Background: an optimization exercise with open tools, aiming at small area, a short achievable clock period and few clock cycles per item. Do not read the settings as production practice. Function was checked by simulation only, so behaviour that the tests miss may differ from the original.

==> flow/design.v, too long to show whole: its modules and the start of the top module <==
// module conv33_ctrl: 31 lines
// module conv33_weight_buffer: 35 lines
// module conv33_input_buffer: 18 lines
// module conv33_calc: 1729 lines
// module conv33_fa: 4 lines
// module conv33_ha: 4 lines
// module conv33: 73 lines
module conv33 #(
    parameter                       DATA_WIDTH = 8,
    parameter                       MUL_WIDTH  = 16,
    parameter                       OUT_WIDTH  = 32
)(
    input  wire                     clk,
    input  wire                     rst,
    input  wire                     start,
    output wire                     done,
    input  wire                     input_valid_in,
    output wire                     input_ready_out,
    input  wire                     weight_valid_in,
    output wire                     weight_ready_out,
    output wire                     out_valid_out,
    input  wire                     out_ready_in,
    input  wire [DATA_WIDTH-1:0]    weight_data,
    input  wire [DATA_WIDTH-1:0]    data_in_0_0,
    input  wire [DATA_WIDTH-1:0]    data_in_0_1,
    input  wire [DATA_WIDTH-1:0]    data_in_0_2,
    input  wire [DATA_WIDTH-1:0]    data_in_1_0,
    input  wire [DATA_WIDTH-1:0]    data_in_1_1,
    input  wire [DATA_WIDTH-1:0]    data_in_1_2,
    input  wire [DATA_WIDTH-1:0]    data_in_2_0,
    input  wire [DATA_WIDTH-1:0]    data_in_2_1,
    input  wire [DATA_WIDTH-1:0]    data_in_2_2,
    output wire [OUT_WIDTH-1:0]     out_data
);
  // ...
==> flow/run.sh <==
#!/bin/bash
# synth_recipe.tcl (not shown) runs the flow's synth.tcl, then flattens the netlist and writes it again
# the make line also repeats each setting of config.mk as NAME=value (left out here)
make -C /OpenROAD-flow-scripts/flow DESIGN_CONFIG=/design/flow/config.mk WORK_HOME=/design/flow/orfs CLKGATE_MAP_FILE= SYNTH_SCRIPT=/design/flow/synth_recipe.tcl finish
==> flow/config.mk <==
export PLATFORM = sky130hd
export DESIGN_NAME = conv33
export DESIGN_NICKNAME = conv33
export VERILOG_FILES = /design/flow/design.v
export SDC_FILE = /design/flow/constraint.sdc
export NUM_CORES = 4
export LEC_CHECK = 0
export CAP_MARGIN = 20
export CORE_MARGIN = 2
export CORE_UTILIZATION = 40
export PLACE_DENSITY = 0.6
export SLEW_MARGIN = 20
export SYNTH_HIERARCHICAL = 1
==> flow/constraint.sdc <==
create_clock -name core_clock -period 12.0 [get_ports {clk}]
set_input_delay 2.4000 -clock core_clock [delete_from_list [all_inputs] [get_ports {clk}]]
set_output_delay 2.4000 -clock core_clock [all_outputs]
set_load 0.01 [all_outputs]
==> flow_summary.yaml, run 1 <==
final_layout:
  diodes: 0
  area_share_nonclk_buffers_pct: 4.72
  top_regs: "u_weight.staged x72, u_calc.sum_c x19, u_calc.sum_s x19"
  layout.area.seq_mm2: 0.00783
  seq_cells: 262
  regMostFlops: "u_weight.staged"
synthesis:
  synth_xor_area_share_pct: 0.410
  async_reset_ff_share_pct: 3.05
  synth.mux.area_fraction_pct: 0.202
  synth-adder-area-share_pct: 47.8
  syn_inst: 1795
  synthFlopType: "edfxtp_1"
  synth_top_family_by_area: "adder cells"
  seq_area_frac_synth_pct: 33.3
  synth_top_cell_area_share_pct: 45.9
sta:
  layout_setup_ws_ns: 6.05
  relSlewSlack_pct: 30.1
  period_needed_ns: 5.95
  hold-worst-slack_ns: 0.419
  drv_slew: 0
setup_path:
  reg2reg_slack_ns: 6.37
  rr_worst_depth: 10
  cp_slowest_cell: "clkdlybuf4s50_1"
  rr_startpoint: "u_calc.x0[2]$_DFFE_PP_"
  critical_path.top_delay_family: "buffers and inverters"
run_status:
  status: "finished clean"
floorplanning:
  io_pins: 122
route:
  routed_wl_mm: 64.2
  ant_nets: 0
  drc: 0
placement:
  dpl_cell_area_mm2: 0.0251
global_routing:
  groute.usage.overall_pct: 22.5
  grt_pass1_wl_mm: 98.2
clock_network:
  cts_tree: "done"
Testbench counts, summed over its fixed seeds: cycles 4,184, items 4,096.
==> inputs of run 2 (changes only) <==
==> flow/flow/run.sh (new file) <==
#!/bin/bash
# The standard layout (standard.sh, unchanged synthesis), except that the
# port buffers are sky130_fd_sc_hd__buf_2 instead of the delay-cell buffer
# that buffer_ports picks by default. Every port still gets its own buffer.
set -euo pipefail
bash standard.sh "BUFFER_PORTS_ARGS=-buffer_cell sky130_fd_sc_hd__buf_2" finish > standard.log 2>&1
==> flow/standard.sh (new file) <==
#!/bin/bash
# synth_recipe.tcl (not shown) runs the flow's synth.tcl, then flattens the netlist and writes it again
# the make line also repeats each setting of config.mk as NAME=value (left out here)
make -C /OpenROAD-flow-scripts/flow DESIGN_CONFIG=/design/flow/config.mk WORK_HOME=/design/flow/orfs CLKGATE_MAP_FILE= SYNTH_SCRIPT=/design/flow/synth_recipe.tcl "${@:-finish}"
removed: flow/run.sh
==> flow_summary.yaml, run 2 <==
run_status:
  status: "finished clean"
clock_network:
  cts_setup_buffers: 0
  insertion_delay_ns: 0.56
  cts_tree: "done"
  cts_buffer_depth: 3
  cts_resized: 0
  cts_made_buffers: 34
  cts.sinks: 262
  clockRootBuffer: "clkbuf_16"
  hold_buffers: 0
  clkTransAtPathRegs_ns: 0.06
  htreeDepth: 2
synthesis:
  syn_nets: 2455
  ys_ff_latch: 262
  synth.most_common_cell: "fa_1"
  ys_types: 55
  yosysTopAreaCell: "fa_1"
  seq_area_frac_synth_pct: 33.3
  synthFlopType: "edfxtp_1"
  synth_top_cell_area_share_pct: 45.9
  syn_area_per_cell_um2: 13.1
  async_reset_ff_share_pct: 3.05
  netlist_area_mm2: 0.0235
  synth_area_leaders: "fa_1 46%, edfxtp_1 32%, nor2_1 7.3%, nand2b_1 3.4%, clkbuf_1 2.0%"
  syn_inst: 1795
  synth_common_cells: "539 x fa_1, 455 x nor2_1, 254 x edfxtp_1"
  yosys_warnings: 9
  synth-edff-count: 254
sta:
  fin_crit_sh_pct: 47.3
  relSlewSlack_pct: 36.1
  rsz0062_at_grt: "no"
  setup-tns-final_ns: 0
  hold_viol: 0
  finalClockSkew_ns: 0.0289
  drv_slew: 0
  layout_setup_ws_ns: 6.32
  period_needed_ns: 5.68
  setup_viol: 0
  fmax_mhz: 176
  tightest_slew_ns: 0.958
setup_path:
  required_ns: 12.28
  crit_path_start_kind: "register"
  cp.arrival_ns: 5.96
  reg2reg_slack_ns: 6.32
  endpoint_kind: "register"
  crit_fanout: 8
  crit_type: "register to register"
final_layout:
  layout_common_cells: "539 x fa_1, 455 x nor2_1, 254 x edfxtp_1"
  finalNetCount: 2467
  final_common_cell: "fa_1"
  layout-drive-gt1-share_pct: 10.6
  multiInputGateArea_mm2: 0.0147
  final_cells: 2599
  nFillCells: 5350
  area_growth_pct: 8.85
  top_regs: "u_weight.staged x72, u_calc.sum_c x19, u_calc.sum_s x19"
  largest_reg_flops: 72
  layout.area.seq_mm2: 0.00783
  regMostFlops: "u_weight.staged"
route:
  routedWlPerCell_um: 27.2
  drtIter0Drc: 1349
  vias_per_cell: 5.28
  num_vias: 13700
  routed_wl_mm: 70.6
  ant_nets: 0
  first_pass_iters: 5
  drc: 0
global_routing:
  groute.usage.overall_pct: 24.3
  grt_pass1_wl_mm: 103
  antenna_found_initial: 2
  grt_pass1_vias: 15300
  grt_overflow: 0
  grt_max_degree: 66
floorplanning:
  rows: 88
  die-area_mm2: 0.0607
  initial_core_util_pct: 40.6
  coreArea_mm2: 0.0579
  die_h_um: 246
  io_pins: 122
  dieWidth_um: 246
placement:
  dp_hpwl_mm: 59.9
  placedCellCount: 2536
  globalplace.congestion: 0.959
  io_buffer_count: 121
  place_ws_ns: 6.32
hold_path:
  hp-class: "register to register"
job:
  cap_violations: 0
run 2: worst max-delay path, stage by stage, from the launching register on:
cell and delay (ns):
edfxtp_1 0.61, nor2_1 0.33, fa_1 0.50, fa_1 0.49, fa_1 0.42, fa_1 0.47, fa_1 0.47, fa_1 0.39
fa_1 0.39, fa_1 0.48, fa_1 0.42, fa_1 0.45
run 2: cells by family (layout without fill, tap and decap cells):
logic type      count (synthesis)  count (layout)  synth area share, %
compound gates                 61              61                 1.91
xor+xnor                       11              11                0.410
flops                         262             262                 33.3
buf+inv                       239             276                 4.18
other cells                     0               2                    0
simple gates                  644             644                 12.3
fa+ha+maj                     574             574                 47.8
mux                             4               4                0.202
run 2: per-module statistics from Yosys (local to each module, per instance), excerpt:
| module | flops+latches | area [um2] | times used |
|---|---|---|---|
| conv33_calc | 182 | 9700 | 1 |
| conv33_ctrl | 3 | 133 | 1 |
| conv33_fa | 0 | 20.0 | 538 |
| conv33_ha | 0 | 12.5 | 10 |
run 2: final cells by class:
| cell class | count | area share, % |
|---|---|---|
| clock inverters | 24 | 1.03 |
| clock buffers | 37 | 3.37 |
| repair buffers | 124 | 2.45 |
| multi-input cells | 1294 | 57.5 |
| inverters | 91 | 1.33 |
| flip-flops and latches | 262 | 30.6 |
| well taps | 765 | 3.74 |
| diodes | 2 | 0.0196 |
run 2: metal layers:
metal  global-route usage (%)  vias up  wire length, um
met1                     32.8     7280            28400
met5                        0        -               13
met4                     9.87        2             3290
met3                     3.53      128             5310
li1                         -     5640                -
met2                     39.8      665            33600
run 2: final timing paths:
path | startpoint | to | cells after the start
max | u_calc.w4[0]$_DFFE_PP_ | u_calc.sum_c[12]$_DFFE_PP_ | 11
min reg2reg | u_weight.staged[7]$_DFFE_PP_ | u_calc.w0[7]$_DFFE_PP_ | 0
min | u_weight.staged[7]$_DFFE_PP_ | u_calc.w0[7]$_DFFE_PP_ | 0
min in group asynchronous | rst | u_ctrl.win_valid$_DFFE_PP0P_ | 2
max reg2reg | u_calc.w4[0]$_DFFE_PP_ | u_calc.sum_c[12]$_DFFE_PP_ | 11
max in group asynchronous | rst | u_weight.cnt[3]$_DFFE_PP0P_ | 2
run 2: stage by stage:
step	hold WS, ns	util [%]	area (um2)
final	0.405	44.2	25600
after global routing	0.413	44.2	25600
after CTS	0.404	44.2	25600
after detailed placement	0.405	42.2	24500
after global placement	0.403	42.2	24500
after floorplan	0.400	-	23500

[port drivers added, routing unchanged]
The results above use ideal ports. As a check the final layouts listed here were re-extracted and re-timed, cells and wires unchanged.
Step 1, drivers: a clkbuf_16 drives clk and a buf_2 each remaining input, both assumed.
Step 2 times the ports against the registers' clock, not the clock port: input delays grow and output delays shrink by t, the midpoint of the rising clock arrivals with the driver on.
a / b / c = no drivers / after step 1 / after step 2; a / b = the first two.
run | shift t [ns] | slack for setup (ns) | clock arrival spread, ns | worst data-port slew with drivers (ns)
run 1 | 0.611 | 6.049 / 6.018 / 6.025 | 0.029 / 0.029 | 0.05
run 2 | 0.602 | 6.319 / 6.319 / 6.319 | 0.030 / 0.030 | 0.04
After both steps every run listed still meets setup and hold. The setup slack of run 1, which loses most, moves by -0.031 ns with the drivers and by -0.024 ns with both steps.
